This is an optimization exercise on Yosys and OpenROAD, whose aim is small area, not a production implementation.
The RTL was checked by simulation tests, not by an equivalence proof against the original design.
No driver is modelled on the clock port, so clocking that relies on it looks cheaper here than on a real chip.
No activity file was given, so power comes from the tool's default toggle rates.

==> flow/design.v <==
module AHB_master(
	input wire HCLK,
	input wire HRESET_n,
	input wire d_EN,
	input wire d_busy,
	input wire d_write,
	input wire [31:0] d_wdata,
	input wire [2:0] d_burst,
	input wire [31:0] d_addr,
	input wire [2:0] d_size,
	input wire d_burst_stop,
	input wire HREADY,
	input wire HRESP,
	input wire [31:0] HRDATA,
	output reg [31:0] HADDR,
	output reg [2:0] HBURST,
	output reg [2:0] HSIZE,
	output reg [1:0] HTRANS,
	output reg [31:0] HWDATA,
	output reg HWRITE
);
	reg [31:0] pending_data;  
	reg [4:0] burst_count;
	wire [4:0] count_next = {burst_count[3:0],
		burst_count[4] ^ burst_count[2] ^ (burst_count[3:0] == 4'b0000)};
	wire st_idle = (HTRANS == 2'b00);
	wire st_busy = (HTRANS == 2'b01);
	wire act     = HTRANS[1];
	wire hb_zero = (HBURST == 3'b000);
	wire hb_incr = (HBURST == 3'b001);
	wire st_burst = act & ~hb_zero;
	wire err = HRESP & ~HREADY;
	reg cnt_hit;
	always @(*) begin
		case (HBURST)
			3'b011: cnt_hit = (burst_count == 5'd9);
			3'b101: cnt_hit = (burst_count == 5'd22);
			3'b111: cnt_hit = (burst_count == 5'd28);
			default: cnt_hit = (burst_count == 5'd0);
		endcase
	end
	wire endc = hb_incr ? d_burst_stop : cnt_hit;
	wire busy_stop = ~d_busy & hb_incr & d_burst_stop & ~HREADY;
	wire load = st_idle
	          | (act & ~hb_zero & ((HREADY & endc) | err))
	          | (act & hb_zero & (HREADY | HRESP))
	          | (st_busy & (err | busy_stop));
	wire step = st_burst & HREADY & ~endc;
	wire bstep = st_busy & ~err & ~d_busy & ~busy_stop;
	wire go = d_EN & ~err;
	wire [1:0] new_trans = go ? (((|d_burst) & d_busy) ? 2'b01 : 2'b10) : 2'b00;
	wire [7:0] sz;    
	wire [8:0] ones;  
	genvar k;
	generate
		for (k = 0; k < 8; k = k + 1) begin : g_sz
			assign sz[k] = (HSIZE == k);
		end
	endgenerate
	assign ones[0] = sz[0];
	generate
		for (k = 1; k < 9; k = k + 1) begin : g_ones
			if (k < 8)
				assign ones[k] = sz[k] | (ones[k-1] & HADDR[k-1]);
			else
				assign ones[k] = ones[k-1] & HADDR[k-1];
		end
	endgenerate
	wire [7:0] blk;  
	wire [7:0] cin;  
	generate
		for (k = 0; k < 8; k = k + 1) begin : g_blk
			assign blk[k] = &HADDR[4*k+3:4*k];
		end
	endgenerate
	assign cin[0] = sz[0];
	assign cin[1] = ones[4];
	assign cin[2] = ones[8];
	generate
		for (k = 3; k < 8; k = k + 1) begin : g_cin
			assign cin[k] = cin[k-1] & blk[k-1];
		end
	endgenerate
	wire [31:0] tog;
	generate
		for (k = 0; k < 32; k = k + 1) begin : g_tog
			if (k % 4 == 0)
				assign tog[k] = step & cin[k/4];
			else if (k < 8)
				assign tog[k] = (step & sz[k]) | (tog[k-1] & HADDR[k-1]);
			else
				assign tog[k] = tog[k-1] & HADDR[k-1];
		end
	endgenerate
	always @(posedge HCLK or negedge HRESET_n) begin
		if (!HRESET_n) begin
			HTRANS <= 2'b0;
			HWRITE <= 1'b0;
			HADDR <= 32'b0;
			HSIZE <= 3'b0;
			HBURST <= 3'b0;
			HWDATA <= 32'b0;
		end else begin
			if (act & HREADY & HWRITE)
				HWDATA <= pending_data;
			if (load) begin
				HWRITE <= d_write;
				HADDR <= d_addr;
				HBURST <= d_burst;
				HSIZE <= d_size;
				HTRANS <= new_trans;
			end else begin
				HADDR <= HADDR ^ tog;
			end
			if (step) begin
				HTRANS <= d_busy ? 2'b01 : 2'b11;
			end else if (~load & bstep) begin
				HTRANS <= (burst_count == 5'd0) ? 2'b10 : 2'b11;
			end
		end
	end
	always @(posedge HCLK) begin
		if (load | step)
			pending_data <= d_wdata;
		if (load)
			burst_count <= {4'b0, ~d_busy};
		else if ((step & ~d_busy) | bstep)
			burst_count <= count_next;
	end
endmodule
Settings: LEC_CHECK=0, CAP_MARGIN=20, CORE_MARGIN=2, CORE_UTILIZATION=40, CTS_BUF_LIST=sky130_fd_sc_hd__clkbuf_8, SLEW_MARGIN=20; clock period 4.0 ns.
standard.sh (not shown) runs the stock make flow with config.mk's settings and CLKGATE_MAP_FILE= SYNTH_SCRIPT=/design/flow/synth_recipe.tcl, a recipe that flattens the netlist after the stock synthesis.
==> flow/flow/run.sh <==
#!/bin/bash
# The standard layout with three changes: abc maps the logic with an
# area-oriented script (flow/area.abc), ports get the smallest buffer, and
# CTS uses clkbuf_8 without dummy loads.
set -o pipefail
here=$(pwd)
export AREA_ABC_SCRIPT=$here/flow/area.abc
export BUFFER_PORTS_ARGS="-buffer_cell sky130_fd_sc_hd__buf_1"
export CTS_ARGS="-sink_clustering_enable -sink_clustering_levels 1 -sink_clustering_size 30 -sink_clustering_max_diameter 300 -repair_clock_nets -buf_list sky130_fd_sc_hd__clkbuf_8 -dont_use_dummy_load"
sed "s#SYNTH_SCRIPT=[^ ]*#SYNTH_SCRIPT=$here/flow/my_synth.tcl#" standard.sh > my_standard.sh
bash my_standard.sh > standard.log 2>&1
==> flow/flow/area.abc <==
strash
&get -n
&st
&syn2
&dch -f
&nf -R 1000
&put
strash
&get -n
&st
&syn2
&dch -f
&nf -R 1000
&put
topo
==> flow/flow/my_synth.tcl <==
proc synth {args} { yosys synth -nofsm -noshare {*}$args }
# synth_recipe.tcl with one change: abc maps with flow/area.abc instead of ORFS's script.
proc abc {args} { set i [lsearch $args -script]; if {$i >= 0} { lset args [expr {$i+1}] $::env(AREA_ABC_SCRIPT) }; yosys abc {*}$args }
source $::env(SCRIPTS_DIR)/synth.tcl
# left out here: clear keep_hierarchy, flatten, clean up, hide names made inside functions, write 1_2_yosys.v
Then changed:
--- a/flow/flow/run.sh
+++ b/flow/flow/run.sh
@@ -8,3 +8,3 @@
 export BUFFER_PORTS_ARGS="-buffer_cell sky130_fd_sc_hd__buf_1"
-export CTS_ARGS="-sink_clustering_enable -sink_clustering_levels 1 -sink_clustering_size 30 -sink_clustering_max_diameter 300 -repair_clock_nets -buf_list sky130_fd_sc_hd__clkbuf_8 -dont_use_dummy_load"
+export CTS_ARGS="-sink_clustering_enable -repair_clock_nets -buf_list sky130_fd_sc_hd__clkbuf_8 -dont_use_dummy_load"
 sed "s#SYNTH_SCRIPT=[^ ]*#SYNTH_SCRIPT=$here/flow/my_synth.tcl#" standard.sh > my_standard.sh
=>
- setup slack is unchanged
- final area is unchanged
- via count does not change
- critical path depth does not change
- cell count stays the same
- register-to-register slack barely changes
Then changed:
--- a/flow/flow/run.sh
+++ b/flow/flow/run.sh
@@ -8,2 +8,4 @@
 export BUFFER_PORTS_ARGS="-buffer_cell sky130_fd_sc_hd__buf_1"
+export PRE_CTS_TCL=$here/flow/pre_cts.tcl
+export POST_CTS_TCL=$here/flow/post_cts.tcl
 export CTS_ARGS="-sink_clustering_enable -repair_clock_nets -buf_list sky130_fd_sc_hd__clkbuf_8 -dont_use_dummy_load"
==> flow/flow/area.abc (replaced) <==
strash
&get -n
&st
&syn2
&dch -f
&nf -R 1000
&put
topo
==> flow/flow/post_cts.tcl (new file) <==
set_max_fanout 100000 [current_design]
==> flow/flow/pre_cts.tcl (new file) <==
set_max_fanout 28 [current_design]
After rerunning: The new run went through all stages and came out clean. Setup slack loses 0.19 ns. Wire length grows by 3.4%. Register-to-register slack is worse by 0.19 ns. Count of clock-buffer cells in the layout stays the same. Die area is about the same. Total power came out higher by 9.6%. Maximum frequency decreases by 5.5%. First-iteration DRC count increases by 60%. Sequential share of layout area came out lower by 0.12 points. Via count grows by 2.0%.
Then changed:
--- a/flow/flow/run.sh
+++ b/flow/flow/run.sh
@@ -8,5 +8,3 @@
 export BUFFER_PORTS_ARGS="-buffer_cell sky130_fd_sc_hd__buf_1"
-export PRE_CTS_TCL=$here/flow/pre_cts.tcl
-export POST_CTS_TCL=$here/flow/post_cts.tcl
-export CTS_ARGS="-sink_clustering_enable -repair_clock_nets -buf_list sky130_fd_sc_hd__clkbuf_8 -dont_use_dummy_load"
+export CTS_ARGS="-repair_clock_nets -buf_list sky130_fd_sc_hd__clkbuf_8 -dont_use_dummy_load"
 sed "s#SYNTH_SCRIPT=[^ ]*#SYNTH_SCRIPT=$here/flow/my_synth.tcl#" standard.sh > my_standard.sh
==> flow/flow/area.abc (replaced) <==
strash
&get -n
&st
&syn2
&dch -f
&nf -R 1000
&put
strash
&get -n
&st
&syn2
&dch -f
&nf -R 1000
&put
topo
removed: flow/flow/post_cts.tcl
removed: flow/flow/pre_cts.tcl
Outcome: The changed run produced a clean layout. Global-route usage went down by 0.52 points. Routed wire length came out lower by 3.3%. Register-to-register slack gets better by 0.19 ns. Cell area stays flat. Via count went down by 2.0%. Die area stays flat.

==> re-timing with driven ports <==
The results above use ideal ports. As a check the final layouts listed here were re-extracted and re-timed, cells and wires unchanged. Step 1: set_driving_cell puts a clkbuf_16 on HCLK and a buf_2 on each other input, an assumption about the parent block. Step 2 adds t to the input delays and takes it off the output delays; t is the mean of the earliest and latest rising clock arrival at the registers after step 1. Input paths then give back, and output paths get back, about the clock's delay inside the block. a / b / c = no drivers / after step 1 / after step 2; a / b = the first two.
run | t, ns | setup slack, ns | worst setup path at the end
the first run | 0.393 | 0.700 / 0.700 / 0.571 | input to register
the second run | 0.393 | 0.700 / 0.700 / 0.571 | input to register
the third run | 0.400 | 0.509 / 0.509 / 0.424 | input to register
the fourth run | 0.393 | 0.700 / 0.700 / 0.571 | input to register
After both steps every run listed still meets setup and hold.
